Source: an optimization exercise on an open RTL-to-GDS flow (aim: small area, a short achievable clock period and few clock cycles). Production flows keep margins and buffers that such runs may drop.
Where RTL was checked, it was by simulation tests only, not by an equivalence proof against the original.
Power is estimated from default activity; no workload was simulated.

==> job 2924: inputs <==
## CNN
module CNN(
    input                       clk,
    input                       rst_n,
    input                       in_valid,
    input      signed [15:0]    in_data,
    input                       opt,
    output reg                  out_valid,
    output reg signed [15:0]    out_data
);
reg [15:0] ring [0:35];
reg [15:0] kr0, kr1, kr2, kr3, kr4, kr5, kr6, kr7, kr8;
reg [6:0] cnt;           
reg       opt_r;
integer n;
always @(posedge clk) begin
    ring[0] <= (cnt < 7'd36) ? in_data : ring[35];
    for (n = 1; n < 36; n = n + 1) ring[n] <= ring[n-1];
    if (cnt == 7'd36) kr0 <= in_data;
    if (cnt == 7'd37) kr1 <= in_data;
    if (cnt == 7'd38) kr2 <= in_data;
    if (cnt == 7'd39) kr3 <= in_data;
    if (cnt == 7'd40) kr4 <= in_data;
    if (cnt == 7'd41) kr5 <= in_data;
    if (cnt == 7'd42) kr6 <= in_data;
    if (cnt == 7'd43) kr7 <= in_data;
    if (cnt == 7'd44) kr8 <= in_data;
end
always @(posedge clk or negedge rst_n) begin
    if (!rst_n) begin
        cnt <= 7'd0;
        opt_r <= 1'b0;
    end else begin
        if (cnt == 7'd0) begin
            if (in_valid) begin
                cnt <= 7'd1;
                opt_r <= opt;
            end
        end else if (cnt == 7'd67)
            cnt <= 7'd0;
        else
            cnt <= cnt + 7'd1;
    end
end
wire [15:0] tp0 = ring[0];
wire s1, c2;
xnr us1 (.a(~(tp0[0] & kr0[13])), .b(~(tp0[10] & kr0[3])), .y(s1));
orr uc2 (.a(~(tp0[0] & kr0[13])), .b(~(tp0[10] & kr0[3])), .y(c2));
wire s3, c4;
fa us3 (.a(~(tp0[0] & kr0[14])), .b(~(tp0[10] & kr0[4])), .c(~(tp0[11] & kr0[3])), .s(s3), .co(c4));
wire s5, c6;
xnr us5 (.a(~(tp0[12] & kr0[2])), .b(~(tp0[13] & kr0[1])), .y(s5));
orr uc6 (.a(~(tp0[12] & kr0[2])), .b(~(tp0[13] & kr0[1])), .y(c6));
  ...
export LEC_CHECK = 0
export CAP_MARGIN = 20
export CORE_MARGIN = 2
export CORE_UTILIZATION = 40
export PLACE_DENSITY = 0.6
export SLEW_MARGIN = 20
export SYNTH_HIERARCHICAL = 1
export SYNTH_MINIMUM_KEEP_SIZE = 0
create_clock -name core_clock -period 14.0 [get_ports {clk}]
standard.sh (not shown) runs the stock make flow with config.mk's settings and CLKGATE_MAP_FILE= SYNTH_SCRIPT=/design/flow/synth_recipe.tcl, a recipe that flattens the netlist after the stock synthesis.
==> flow/flow/run.sh <==
#!/bin/bash
# Standard ORFS layout, with faster port buffers and timing repair aimed
# below the clock period.
set -euo pipefail
bash standard.sh SETUP_SLACK_MARGIN=10 "BUFFER_PORTS_ARGS=-buffer_cell sky130_fd_sc_hd__buf_2" finish > make.log 2>&1
==> job 2808: changes against job 2924 <==
--- a/flow/design.v
+++ b/flow/design.v
@@ -33,11 +33,11 @@
         if (cnt == 7'd0) begin
             if (in_valid) begin
                 cnt <= 7'd1;
                 opt_r <= opt;
             end
-        end else if (cnt == 7'd67)
+        end else if (cnt == 7'd68)
             cnt <= 7'd0;
         else
             cnt <= cnt + 7'd1;
     end
 end
@@ -2177,14 +2177,14 @@
 wire s1986, c1987;
 fa us1986 (.a(s1925), .b(c1954), .c(s1955), .s(s1986), .co(c1987));
 wire s1988 = s1928 ^ c1956 ^ s1957;
 reg [15:0] cs7a, cs7b;
 always @(posedge clk) begin cs7a <= {c1987, c1985, c1983, c1981, c1979, c1977, c1975, c1973, c1971, c1969, c1967, c1965, c1963, c1961, c1959, ~(tp7[0] & kr7[0])}; cs7b <= {s1988, s1986, s1984, s1982, s1980, s1978, s1976, s1974, s1972, s1970, s1968, s1966, s1964, s1962, s1960, s1958}; end
-wire [17:0] xy = {2'b0, ~cs7a} + {2'b0, ~cs7b};
+wire [16:0] xy = {1'b0, ~cs7a} + {1'b0, ~cs7b};
 wire [15:0] tp8 = ring[30];
-reg [2:0] lc;
-always @(posedge clk) lc <= xy[17:15];
+reg [1:0] lc;
+always @(posedge clk) lc <= xy[16:15];
 wire s1989, c1990;
 xnr us1989 (.a(cs7a[11]), .b(cs7b[11]), .y(s1989));
 orr uc1990 (.a(cs7a[11]), .b(cs7b[11]), .y(c1990));
 wire s1991, c1992;
 fa us1991 (.a(cs7a[12]), .b(cs7b[12]), .c(~(tp8[0] & kr8[12])), .s(s1991), .co(c1992));
@@ -2726,32 +2726,33 @@
 wire s2499, c2500;
 xnr us2499 (.a(~(tp8[15] & kr8[15])), .b(c2438), .y(s2499));
 orr uc2500 (.a(~(tp8[15] & kr8[15])), .b(c2438), .y(c2500));
 reg [31:0] sa, sb;
 always @(posedge clk) begin sa <= {c2500, c2498, c2496, c2494, c2492, c2490, c2488, c2486, c2484, c2482, c2480, c2478, c2476, c2474, c2472, c2470, c2468, c2466, c2464, c2462, c2460, c2458, c2456, c2454, c2452, c2450, c2448, c2446, c2444, c2442, c2440, ~(tp8[0] & kr8[0])}; sb <= {1'b1, s2499, s2497, s2495, s2493, s2491, s2489, s2487, s2485, s2483, s2481, s2479, s2477, s2475, s2473, s2471, s2469, s2467, s2465, s2463, s2461, s2459, s2457, s2455, s2453, s2451, s2449, s2447, s2445, s2443, s2441, s2439}; end
-wire [31:0] u = sa + sb + {14'd0, lc[2:1], 16'd0} + {15'd0, lc[0], 16'd0} + 32'h7fff0001;
-wire signed [15:0] f = (!u[31] && !opt_r) ? 16'sd0 : ~u[15:0];
+wire [31:0] u = sa + sb + {15'd0, lc[1], 16'd0} + {15'd0, lc[0], 16'd0} + 32'h7fff0001;
+reg signed [15:0] f;
+always @(posedge clk) f <= (!u[31] && !opt_r) ? 16'sd0 : ~u[15:0];
 reg fv, g, first, last;
 always @(*) begin
     fv = 1'b0; g = 1'b0; first = 1'b0; last = 1'b0;
     case (cnt)
-        7'd45: begin fv = 1'b1; g = 1'b0; first = 1'b1; last = 1'b0; end
-        7'd46: begin fv = 1'b1; g = 1'b0; first = 1'b0; last = 1'b0; end
-        7'd47: begin fv = 1'b1; g = 1'b1; first = 1'b1; last = 1'b0; end
-        7'd48: begin fv = 1'b1; g = 1'b1; first = 1'b0; last = 1'b0; end
-        7'd51: begin fv = 1'b1; g = 1'b0; first = 1'b0; last = 1'b0; end
-        7'd52: begin fv = 1'b1; g = 1'b0; first = 1'b0; last = 1'b1; end
-        7'd53: begin fv = 1'b1; g = 1'b1; first = 1'b0; last = 1'b0; end
-        7'd54: begin fv = 1'b1; g = 1'b1; first = 1'b0; last = 1'b1; end
-        7'd57: begin fv = 1'b1; g = 1'b0; first = 1'b1; last = 1'b0; end
-        7'd58: begin fv = 1'b1; g = 1'b0; first = 1'b0; last = 1'b0; end
-        7'd59: begin fv = 1'b1; g = 1'b1; first = 1'b1; last = 1'b0; end
-        7'd60: begin fv = 1'b1; g = 1'b1; first = 1'b0; last = 1'b0; end
-        7'd63: begin fv = 1'b1; g = 1'b0; first = 1'b0; last = 1'b0; end
-        7'd64: begin fv = 1'b1; g = 1'b0; first = 1'b0; last = 1'b1; end
-        7'd65: begin fv = 1'b1; g = 1'b1; first = 1'b0; last = 1'b0; end
-        7'd66: begin fv = 1'b1; g = 1'b1; first = 1'b0; last = 1'b1; end
+        7'd46: begin fv = 1'b1; g = 1'b0; first = 1'b1; last = 1'b0; end
+        7'd47: begin fv = 1'b1; g = 1'b0; first = 1'b0; last = 1'b0; end
+        7'd48: begin fv = 1'b1; g = 1'b1; first = 1'b1; last = 1'b0; end
+        7'd49: begin fv = 1'b1; g = 1'b1; first = 1'b0; last = 1'b0; end
+        7'd52: begin fv = 1'b1; g = 1'b0; first = 1'b0; last = 1'b0; end
+        7'd53: begin fv = 1'b1; g = 1'b0; first = 1'b0; last = 1'b1; end
+        7'd54: begin fv = 1'b1; g = 1'b1; first = 1'b0; last = 1'b0; end
+        7'd55: begin fv = 1'b1; g = 1'b1; first = 1'b0; last = 1'b1; end
+        7'd58: begin fv = 1'b1; g = 1'b0; first = 1'b1; last = 1'b0; end
+        7'd59: begin fv = 1'b1; g = 1'b0; first = 1'b0; last = 1'b0; end
+        7'd60: begin fv = 1'b1; g = 1'b1; first = 1'b1; last = 1'b0; end
+        7'd61: begin fv = 1'b1; g = 1'b1; first = 1'b0; last = 1'b0; end
+        7'd64: begin fv = 1'b1; g = 1'b0; first = 1'b0; last = 1'b0; end
+        7'd65: begin fv = 1'b1; g = 1'b0; first = 1'b0; last = 1'b1; end
+        7'd66: begin fv = 1'b1; g = 1'b1; first = 1'b0; last = 1'b0; end
+        7'd67: begin fv = 1'b1; g = 1'b1; first = 1'b0; last = 1'b1; end
         default: ;
     endcase
 end
 reg pv0, pv1, pfirst, plast, pg;
 always @(posedge clk or negedge rst_n) begin
==> comparison table <==
|  | job 2924 | job 2808 |
|---|---|---|
| Number of buffer and inverter stages on the critical path | 6 | 1 |
| Seq cells | 1102 | 1118 |
| #MultiIn Comb | 3475 | 3461 |
| Critical path endpoint | out_data[7] | out_valid |
| Run status | complete, no violations | complete, no violations |
| Worst skew pair latency | 0.75 ns | 0.73 ns |
| Final instance count without filler cells | 7163 | 7098 |
| Number of unique standard cell types used by synthesis | 56 | 60 |
| Met1 Routed Length | 59600 um | 58400 um |
| Multiplexer fraction of the synthesized cell area | 0.393% | 0.843% |
| Combinational power | 0.00843 W | 0.00625 W |
| Power share of the combinational group | 54.2% | 46.1% |
| Pre-CTS setup slack | 7.24 ns | 9.64 ns |
| Top sig layer | met5 | met4 |
| Share of the synthesized area in the top cell type | 34.7% | 34.4% |
Testbench counts of job 2808, summed over its fixed seeds: cycles 13,248.
The RTL of job 2924 was laid out without a check of its function.

afterwards: timing with drivers on the ports:
The flow's constraints put no driver on any port. The routed layouts listed below were extracted and timed again, unchanged, in two steps. Step 1 (the two cells are an assumption about what drives the block):
set clk [get_ports {clk}]
set_driving_cell -lib_cell sky130_fd_sc_hd__clkbuf_16 $clk
set_driving_cell -lib_cell sky130_fd_sc_hd__buf_2 [delete_from_list [all_inputs] $clk]
Step 2, shift: input delay + t, output delay - t, t = (earliest + latest rising clock arrival at the registers) / 2. This alone moves slack from input paths to output paths. a / b / c = no drivers / after step 1 / after step 2; a / b = the first two.
| run | t (ns) | setup slack, ns | hold slack, ns | latest minus earliest clock arrival (ns) | cell pins on the clock port's net |
|---|---|---|---|---|---|
| job 2924 | 0.807 | 8.537 / 8.537 / 8.537 | 0.280 / 0.280 / 0.280 | 0.058 / 0.058 | 1 |
| job 2808 | 0.782 | 9.989 / 9.908 / 10.061 | 0.303 / 0.303 / 0.303 | 0.065 / 0.064 | 1 |
After both steps setup and hold are still met in every run listed.
